From an optimization exercise on the open Yosys and OpenROAD flow, aimed at small area, a short achievable clock period and few clock cycles per item; shortcuts taken in it are not production practice. RTL that was checked went through simulation tests only; none was proved equivalent to the original.

==> module givens8_cordic, before the edit <==
module givens8_cordic
(
	input						clk,
	input						rst_n,
	input						start,
	input		[2:0]			index,
	input		[383:0]		data_in,
	output	[383:0]		data_out,
	output					done
);
	localparam [3:0] K_LAST = 4'd4;	 
	reg		[383:0]		r;			 
	reg		[7:0]			ysn;		 
	reg		[2:0]			idx [0:7];	 
	reg						done_r;
	reg		[3:0]			ka  [0:7];	 
	reg		[7:0]			busy;		 
	reg		[7:0]			pre;		 
	reg		[7:0]			rot;		 
	reg		[7:0]			scl;		 
	assign done = done_r;
	assign data_out = r;
	genvar i;
	wire [7:0] ymsb = ~ysn;
	wire [383:0] lane;
	generate for (i = 0; i < 8; i = i + 1) begin : g_lane
		wire [2:0] pi = idx[i];
		wire sgn = ymsb[pi];
		wire [3:0] kya = ka[i];
		wire signed [23:0] xv = r[24*i +: 24];
		wire signed [23:0] yv = r[192 + 24*i +: 24];
		wire [23:0] ax = pre[i] ? 24'd0 : xv;
		wire [23:0] ay = pre[i] ? 24'd0 : yv;
		wire [23:0] ysh = yv >>> kya;
		wire [23:0] xsh = xv >>> kya;
		add24 u_ax (.a(ax), .b(ysh ^ {24{sgn}}),  .ci(sgn),  .s(lane[24*i +: 24]));
		add24 u_ay (.a(ay), .b(xsh ^ {24{~sgn}}), .ci(~sgn), .s(lane[192 + 24*i +: 24]));
	end endgenerate
	wire [383:0] ring;
	generate for (i = 0; i < 4; i = i + 1) begin : g_ring
		wire [23:0] e0 = r[24*(2*i)       +: 24];
		wire [23:0] e1 = r[192 + 24*(2*i) +: 24];
		wire [23:0] e2 = r[24*(2*i+1)     +: 24];
		wire [23:0] e3 = r[192 + 24*(2*i+1) +: 24];
		wire [23:0] ps, pc;
		reg  [23:0] qs, qc;
		mulk_csa u_csa (.v(e3), .s(ps), .c(pc));
		always @(posedge clk) begin
			qs <= ps;
			qc <= pc;
		end
		add24 u_cpa (.a(qs), .b(qc), .ci(1'b0), .s(ring[24*(2*i) +: 24]));
		assign ring[192 + 24*(2*i) +: 24] = e0;
		assign ring[24*(2*i+1)     +: 24] = e1;
		assign ring[192 + 24*(2*i+1) +: 24] = e2;
	end endgenerate
	generate for (i = 0; i < 8; i = i + 1) begin : g_pair
		wire go = start & ~busy[i];
		wire [23:0] xd = rot[i] ? lane[24*i +: 24] :
		                 scl[i] ? ring[24*i +: 24] : data_in[24*i +: 24];
		wire [23:0] yd = rot[i] ? lane[192 + 24*i +: 24] :
		                 scl[i] ? ring[192 + 24*i +: 24] : data_in[192 + 24*i +: 24];
		always @(posedge clk) begin
			if (busy[i] | start) begin
				r[24*i +: 24]       <= xd;
				r[192 + 24*i +: 24] <= yd;
				ysn[i]              <= ~yd[23];
			end
		end
		always @(posedge clk or negedge rst_n) begin
			if (!rst_n) begin
				busy[i] <= 1'b0;
				pre[i]  <= 1'b0;
				rot[i]  <= 1'b0;
				scl[i]  <= 1'b0;
				ka[i]   <= 4'd0;
				idx[i]  <= 3'd0;
			end
			else if (go) begin
				busy[i] <= 1'b1;
				pre[i]  <= 1'b1;
				rot[i]  <= 1'b1;
				scl[i]  <= 1'b0;
				ka[i]   <= 4'd0;
				idx[i]  <= index;
			end
			else if (busy[i]) begin
				pre[i] <= 1'b0;
				if (!pre[i]) begin
					ka[i] <= ka[i] + 4'd1;
				end
				if (rot[i] && !pre[i] && ka[i] == 4'd15) begin
					rot[i] <= 1'b0;
					scl[i] <= 1'b1;
				end
				if (scl[i] && ka[i] == K_LAST) begin
					busy[i] <= 1'b0;
					scl[i]  <= 1'b0;
				end
			end
		end
	end endgenerate
	always @(posedge clk or negedge rst_n) begin
		if (!rst_n)
			done_r <= 1'b0;
		else if (start & ~busy[0])
			done_r <= 1'b0;
		else if (scl[0] && ka[0] == K_LAST)
			done_r <= 1'b1;
	end
endmodule
export LEC_CHECK = 0
export CAP_MARGIN = 20
export CORE_MARGIN = 2
export CORE_UTILIZATION = 40
export CTS_BUF_LIST = sky130_fd_sc_hd__clkbuf_8 sky130_fd_sc_hd__clkbuf_16
export CTS_CLUSTER_DIAMETER = 100
export CTS_CLUSTER_SIZE = 20
export SLEW_MARGIN = 65
create_clock -name core_clock -period 20.0 [get_ports {clk}]
standard.sh (not shown) runs the stock make flow with config.mk's settings and CLKGATE_MAP_FILE= SYNTH_SCRIPT=/design/flow/synth_recipe.tcl, a recipe that flattens the netlist after the stock synthesis.
==> flow/flow/run.sh <==
#!/bin/bash
# Standard synthesis (standard.sh synth, unchanged) and the standard ORFS
# layout, with changes only to the cells the layout steps may insert:
# - port buffers are buf_2 (buffer_ports -buffer_cell) instead of the
#   default delay buffer;
# - each layout step marks the delay buffers clkdlybuf4s* don't-use, so the
#   resizer's buffers are ordinary buffers.
set -euo pipefail
bash standard.sh synth > synth.log 2>&1
export BUFFER_PORTS_ARGS="-buffer_cell sky130_fd_sc_hd__buf_2"
H="$PWD/flow/dont_use.tcl"
for step in FLOORPLAN GLOBAL_PLACE RESIZE DETAIL_PLACE REPAIR_TIMING_POST_PLACE CTS GLOBAL_ROUTE DETAIL_ROUTE; do
  export PRE_${step}_TCL="$H"
done
bash standard.sh finish > layout.log 2>&1
==> flow/flow/dont_use.tcl <==
# Sourced at the start of each layout step: keep the resizer from picking the
# slow delay buffers (clkdlybuf4s*) for the buffers it inserts.
set_dont_use [get_lib_cells sky130_fd_sc_hd__clkdlybuf4s*]
Change:
--- a/flow/design.v
+++ b/flow/design.v
@@ -423,10 +423,11 @@
 	reg		[383:0]		r;			 
 	reg		[7:0]			ysn;		 
 	reg		[2:0]			idx [0:7];	 
 	reg						done_r;
 	reg		[3:0]			ka  [0:7];	 
+	reg		[3:0]			kb  [0:7];	 
 	reg		[7:0]			busy;		 
 	reg		[7:0]			pre;		 
 	reg		[7:0]			rot;		 
 	reg		[7:0]			scl;		 
 	assign done = done_r;
@@ -436,16 +437,17 @@
 	wire [383:0] lane;
 	generate for (i = 0; i < 8; i = i + 1) begin : g_lane
 		wire [2:0] pi = idx[i];
 		wire sgn = ymsb[pi];
 		wire [3:0] kya = ka[i];
+		wire [3:0] kxb = kb[i];
 		wire signed [23:0] xv = r[24*i +: 24];
 		wire signed [23:0] yv = r[192 + 24*i +: 24];
 		wire [23:0] ax = pre[i] ? 24'd0 : xv;
 		wire [23:0] ay = pre[i] ? 24'd0 : yv;
 		wire [23:0] ysh = yv >>> kya;
-		wire [23:0] xsh = xv >>> kya;
+		wire [23:0] xsh = xv >>> kxb;
 		add24 u_ax (.a(ax), .b(ysh ^ {24{sgn}}),  .ci(sgn),  .s(lane[24*i +: 24]));
 		add24 u_ay (.a(ay), .b(xsh ^ {24{~sgn}}), .ci(~sgn), .s(lane[192 + 24*i +: 24]));
 	end endgenerate
 	wire [383:0] ring;
 	generate for (i = 0; i < 4; i = i + 1) begin : g_ring
@@ -483,24 +485,27 @@
 				busy[i] <= 1'b0;
 				pre[i]  <= 1'b0;
 				rot[i]  <= 1'b0;
 				scl[i]  <= 1'b0;
 				ka[i]   <= 4'd0;
+				kb[i]   <= 4'd0;
 				idx[i]  <= 3'd0;
 			end
 			else if (go) begin
 				busy[i] <= 1'b1;
 				pre[i]  <= 1'b1;
 				rot[i]  <= 1'b1;
 				scl[i]  <= 1'b0;
 				ka[i]   <= 4'd0;
+				kb[i]   <= 4'd0;
 				idx[i]  <= index;
 			end
 			else if (busy[i]) begin
 				pre[i] <= 1'b0;
 				if (!pre[i]) begin
 					ka[i] <= ka[i] + 4'd1;
+					kb[i] <= kb[i] + 4'd1;
 				end
 				if (rot[i] && !pre[i] && ka[i] == 4'd15) begin
 					rot[i] <= 1'b0;
 					scl[i] <= 1'b1;
 				end
The changed run completed with no timing, DRC or antenna violations.
Worst setup slack loses 0.018 ns.
Routed wire length is higher by 1.8%.
Final area grows by 1.6%.
First-iteration DRC count drops by 2.2%.
Synthesized cell count hardly moves.
Via count is about the same.
Flip-flop and latch count rises by 32.
Maximum frequency falls by 0.30%.
Global-route usage is about the same.
Final cell count stays flat.
Synthesized area went up by 1.8%.
Critical path depth drops by 17.
Die area increases by 1.8%.
Testbench counts after the change, summed over its fixed seeds: cycles 73,608, items 3,200.
The RTL of the first run of this note was laid out without a check of its function.

========
== the reference run ==
givens8_cordic, a different RTL version from the one above (not shown whole).
Size: about 8,600 cells after synthesis, roughly 690 flip-flops, about 780 I/O pins, roughly 81,000 um^2 of cells after synthesis.
==> module givens8_cordic, before the edit <==
module givens8_cordic
(
	input						clk,
	input						rst_n,
	input						start,
	input		[2:0]			index,
	input		[383:0]		data_in,
	output	[383:0]		data_out,
	output					done
);
	localparam [3:0] K_LAST = 4'd4;	 
	reg		[383:0]		r;			 
	reg		[7:0]			ysn;		 
	reg		[2:0]			idx [0:7];	 
	reg						done_r;
	reg		[3:0]			ka  [0:7];	 
	reg		[3:0]			kb  [0:7];	 
	reg		[7:0]			busy;		 
	reg		[7:0]			pre;		 
	reg		[7:0]			rot;		 
	reg		[7:0]			scl;		 
	assign done = done_r;
	assign data_out = r;
	genvar i;
	wire [7:0] ymsb = ~ysn;
	wire [383:0] lane;
	generate for (i = 0; i < 8; i = i + 1) begin : g_lane
		wire [2:0] pi = idx[i];
		wire sgn = ymsb[pi];
		wire [3:0] kya = ka[i];
		wire [3:0] kxb = kb[i];
		wire signed [23:0] xv = r[24*i +: 24];
		wire signed [23:0] yv = r[192 + 24*i +: 24];
		wire [23:0] ax = pre[i] ? 24'd0 : xv;
		wire [23:0] ay = pre[i] ? 24'd0 : yv;
		wire [23:0] ysh = yv >>> kya;
		wire [23:0] xsh = xv >>> kxb;
		add24 u_ax (.a(ax), .b(ysh ^ {24{sgn}}),  .ci(sgn),  .s(lane[24*i +: 24]));
		add24 u_ay (.a(ay), .b(xsh ^ {24{~sgn}}), .ci(~sgn), .s(lane[192 + 24*i +: 24]));
	end endgenerate
	wire [383:0] ring;
	generate for (i = 0; i < 4; i = i + 1) begin : g_ring
		wire [23:0] e0 = r[24*(2*i)       +: 24];
		wire [23:0] e1 = r[192 + 24*(2*i) +: 24];
		wire [23:0] e2 = r[24*(2*i+1)     +: 24];
		wire [23:0] e3 = r[192 + 24*(2*i+1) +: 24];
		wire [23:0] ps, pc;
		reg  [23:0] qs, qc;
		mulk_csa u_csa (.v(e3), .s(ps), .c(pc));
		always @(posedge clk) begin
			qs <= ps;
			qc <= pc;
		end
		add24 u_cpa (.a(qs), .b(qc), .ci(1'b0), .s(ring[24*(2*i) +: 24]));
		assign ring[192 + 24*(2*i) +: 24] = e0;
		assign ring[24*(2*i+1)     +: 24] = e1;
		assign ring[192 + 24*(2*i+1) +: 24] = e2;
	end endgenerate
	generate for (i = 0; i < 8; i = i + 1) begin : g_pair
		wire go = start & ~busy[i];
		wire [23:0] xd = rot[i] ? lane[24*i +: 24] :
		                 scl[i] ? ring[24*i +: 24] : data_in[24*i +: 24];
		wire [23:0] yd = rot[i] ? lane[192 + 24*i +: 24] :
		                 scl[i] ? ring[192 + 24*i +: 24] : data_in[192 + 24*i +: 24];
		always @(posedge clk) begin
			if (busy[i] | start) begin
				r[24*i +: 24]       <= xd;
				r[192 + 24*i +: 24] <= yd;
				ysn[i]              <= ~yd[23];
			end
		end
		always @(posedge clk or negedge rst_n) begin
			if (!rst_n) begin
				busy[i] <= 1'b0;
				pre[i]  <= 1'b0;
				rot[i]  <= 1'b0;
				scl[i]  <= 1'b0;
				ka[i]   <= 4'd0;
				kb[i]   <= 4'd0;
				idx[i]  <= 3'd0;
			end
			else if (go) begin
				busy[i] <= 1'b1;
				pre[i]  <= 1'b1;
				rot[i]  <= 1'b1;
				scl[i]  <= 1'b0;
				ka[i]   <= 4'd0;
				kb[i]   <= 4'd0;
				idx[i]  <= index;
			end
			else if (busy[i]) begin
				pre[i] <= 1'b0;
				if (!pre[i]) begin
					ka[i] <= ka[i] + 4'd1;
					kb[i] <= kb[i] + 4'd1;
				end
				if (rot[i] && !pre[i] && ka[i] == 4'd15) begin
					rot[i] <= 1'b0;
					scl[i] <= 1'b1;
				end
				if (scl[i] && ka[i] == K_LAST) begin
					busy[i] <= 1'b0;
					scl[i]  <= 1'b0;
				end
			end
		end
	end endgenerate
	always @(posedge clk or negedge rst_n) begin
		if (!rst_n)
			done_r <= 1'b0;
		else if (start & ~busy[0])
			done_r <= 1'b0;
		else if (scl[0] && ka[0] == K_LAST)
			done_r <= 1'b1;
	end
endmodule
Settings: LEC_CHECK=0, CAP_MARGIN=20, CORE_MARGIN=2, CORE_UTILIZATION=40, CTS_BUF_LIST=sky130_fd_sc_hd__clkbuf_8 sky130_fd_sc_hd__clkbuf_16, CTS_CLUSTER_DIAMETER=100, CTS_CLUSTER_SIZE=20, SLEW_MARGIN=65; clock period 20.0 ns.
Scripts as last shown in full above: flow/flow/run.sh, flow/flow/dont_use.tcl
### the reference run -> the trial run
diff --git a/flow/design.v b/flow/design.v
--- a/flow/design.v
+++ b/flow/design.v
@@ -443,94 +443,94 @@
 	output	[383:0]		data_out,
 	output					done
 );
 	localparam [3:0] K_LAST = 4'd4;	 
 	reg		[383:0]		r;			 
 	reg		[7:0]			ysn;		 
-	reg		[2:0]			idx [0:7];	 
+	reg		[2:0]			idx [0:3];	 
 	reg						done_r;
-	reg		[3:0]			ka  [0:7];	 
-	reg		[3:0]			kb  [0:7];	 
-	reg		[7:0]			busy;		 
-	reg		[7:0]			pre;		 
-	reg		[7:0]			rot;		 
-	reg		[7:0]			scl;		 
+	reg		[3:0]			ka  [0:3];	 
+	reg		[3:0]			busy;		 
+	reg		[3:0]			pre;		 
+	reg		[3:0]			rot;		 
+	reg		[3:0]			scl;		 
 	assign done = done_r;
 	assign data_out = r;
 	genvar i;
 	wire [7:0] ymsb = ~ysn;
 	wire [383:0] lane;
 	generate for (i = 0; i < 8; i = i + 1) begin : g_lane
-		wire [2:0] pi = idx[i];
+		wire [2:0] pi = idx[i/2];
 		wire sgn = ymsb[pi];
-		wire [3:0] kya = ka[i];
-		wire [3:0] kxb = kb[i];
+		wire [3:0] kya = ka[i/2];
 		wire signed [23:0] xv = r[24*i +: 24];
 		wire signed [23:0] yv = r[192 + 24*i +: 24];
-		wire [23:0] ax = pre[i] ? 24'd0 : xv;
-		wire [23:0] ay = pre[i] ? 24'd0 : yv;
+		wire [23:0] ax = pre[i/2] ? 24'd0 : xv;
+		wire [23:0] ay = pre[i/2] ? 24'd0 : yv;
 		wire [23:0] ysh = yv >>> kya;
-		wire [23:0] xsh = xv >>> kxb;
+		wire [23:0] xsh = xv >>> kya;
 		add24 u_ax (.a(ax), .b(ysh ^ {24{sgn}}),  .ci(sgn),  .s(lane[24*i +: 24]));
 		add24 u_ay (.a(ay), .b(xsh ^ {24{~sgn}}), .ci(~sgn), .s(lane[192 + 24*i +: 24]));
 	end endgenerate
 	wire [383:0] ring;
 	generate for (i = 0; i < 4; i = i + 1) begin : g_ring
 		wire [23:0] e0 = r[24*(2*i)       +: 24];
 		wire [23:0] e1 = r[192 + 24*(2*i) +: 24];
 		wire [23:0] e2 = r[24*(2*i+1)     +: 24];
 		wire [23:0] e3 = r[192 + 24*(2*i+1) +: 24];
 		wire [23:0] ps, pc;
-		reg  [23:0] qs, qc;
 		mulk_csa u_csa (.v(e3), .s(ps), .c(pc));
+		wire [12:0] lo = {1'b0, ps[11:0]} + {1'b0, pc[11:0]};
+		reg  [12:0] ql;		 
+		reg  [11:0] qs, qc;	 
 		always @(posedge clk) begin
-			qs <= ps;
-			qc <= pc;
+			ql <= lo;
+			qs <= ps[23:12];
+			qc <= pc[23:12];
 		end
-		add24 u_cpa (.a(qs), .b(qc), .ci(1'b0), .s(ring[24*(2*i) +: 24]));
+		assign ring[24*(2*i) +: 24] = {qs + qc + {11'd0, ql[12]}, ql[11:0]};
 		assign ring[192 + 24*(2*i) +: 24] = e0;
 		assign ring[24*(2*i+1)     +: 24] = e1;
 		assign ring[192 + 24*(2*i+1) +: 24] = e2;
 	end endgenerate
 	generate for (i = 0; i < 8; i = i + 1) begin : g_pair
-		wire go = start & ~busy[i];
-		wire [23:0] xd = rot[i] ? lane[24*i +: 24] :
-		                 scl[i] ? ring[24*i +: 24] : data_in[24*i +: 24];
-		wire [23:0] yd = rot[i] ? lane[192 + 24*i +: 24] :
-		                 scl[i] ? ring[192 + 24*i +: 24] : data_in[192 + 24*i +: 24];
+		wire [23:0] xd = rot[i/2] ? lane[24*i +: 24] :
+		                 scl[i/2] ? ring[24*i +: 24] : data_in[24*i +: 24];
+		wire [23:0] yd = rot[i/2] ? lane[192 + 24*i +: 24] :
+		                 scl[i/2] ? ring[192 + 24*i +: 24] : data_in[192 + 24*i +: 24];
 		always @(posedge clk) begin
-			if (busy[i] | start) begin
+			if (busy[i/2] | start) begin
 				r[24*i +: 24]       <= xd;
 				r[192 + 24*i +: 24] <= yd;
 				ysn[i]              <= ~yd[23];
 			end
 		end
+	end endgenerate
+	generate for (i = 0; i < 4; i = i + 1) begin : g_seq
+		wire go = start & ~busy[i];
 		always @(posedge clk or negedge rst_n) begin
 			if (!rst_n) begin
 				busy[i] <= 1'b0;
 				pre[i]  <= 1'b0;
 				rot[i]  <= 1'b0;
 				scl[i]  <= 1'b0;
 				ka[i]   <= 4'd0;
-				kb[i]   <= 4'd0;
 				idx[i]  <= 3'd0;
 			end
 			else if (go) begin
 				busy[i] <= 1'b1;
 				pre[i]  <= 1'b1;
 				rot[i]  <= 1'b1;
 				scl[i]  <= 1'b0;
 				ka[i]   <= 4'd0;
-				kb[i]   <= 4'd0;
 				idx[i]  <= index;
 			end
 			else if (busy[i]) begin
 				pre[i] <= 1'b0;
 				if (!pre[i]) begin
 					ka[i] <= ka[i] + 4'd1;
-					kb[i] <= kb[i] + 4'd1;
 				end
 				if (rot[i] && !pre[i] && ka[i] == 4'd15) begin
 					rot[i] <= 1'b0;
 					scl[i] <= 1'b1;
 				end
 				if (scl[i] && ka[i] == K_LAST) begin
==> comparison <==
- Per the comparison of the trial run with the reference run, final cell count decreased 282; xor and xnor area share after synthesis increased 0.47 points; fraction of the core area covered by cells at the end of the flow increased 0.29 points.
- The trial run gives less measured slew at the worst slew-check pin than the reference run did.
- The reference run has higher cell area reported after detailed placement than the trial run.
- The per-cell via count in the routed design reported for the trial run is greater than that of the reference run by about 1.1%.
- The reference run and the trial run ended up with nearly the same number of hold buffers added after cts.
- Standard cell core area: the trial run vs the reference run down about 5%
- On global-route wire length before repair, the reference run tracks the trial run almost exactly.
- Count of inserted antenna diode cells: the trial run < the reference run
No functional check of the RTL was part of any run of this note.

[re-timing with driven ports]
The flow's constraints put no driver on any port. The routed layouts listed below were extracted and timed again, unchanged, in two steps. Step 1 assumes that a clkbuf_16 drives the clock port and a buf_2 every other input. Step 2 moves the port delays by t, midway between the first and last clock arrival at a register: inputs arrive t later, outputs are due t later. That takes back most of the time a late clock gives input paths. Slacks: ideal ports / drivers / drivers and shift; pairs: ideal ports / drivers.
run | t (ns) | slack for setup (ns) | hold WS [ns] | pins driven straight from the clock port
the first run of note 1 | 0.798 | 13.977 / 13.977 / 13.602 | 0.530 / 0.530 / 0.530 | 1
the second run of note 1 | 0.804 | 13.959 / 13.884 / 13.882 | 0.502 / 0.502 / 0.502 | 1
the reference run | 0.826 | 14.043 / 13.961 / 13.580 | 0.518 / 0.518 / 0.518 | 1
the trial run | 0.800 | 13.941 / 13.941 / 13.941 | 0.510 / 0.510 / 0.510 | 1
After both steps setup and hold are still met in every run listed. For the reference run, which loses most, drivers alone change the setup slack by -0.082 ns; drivers and shift together by -0.463 ns.
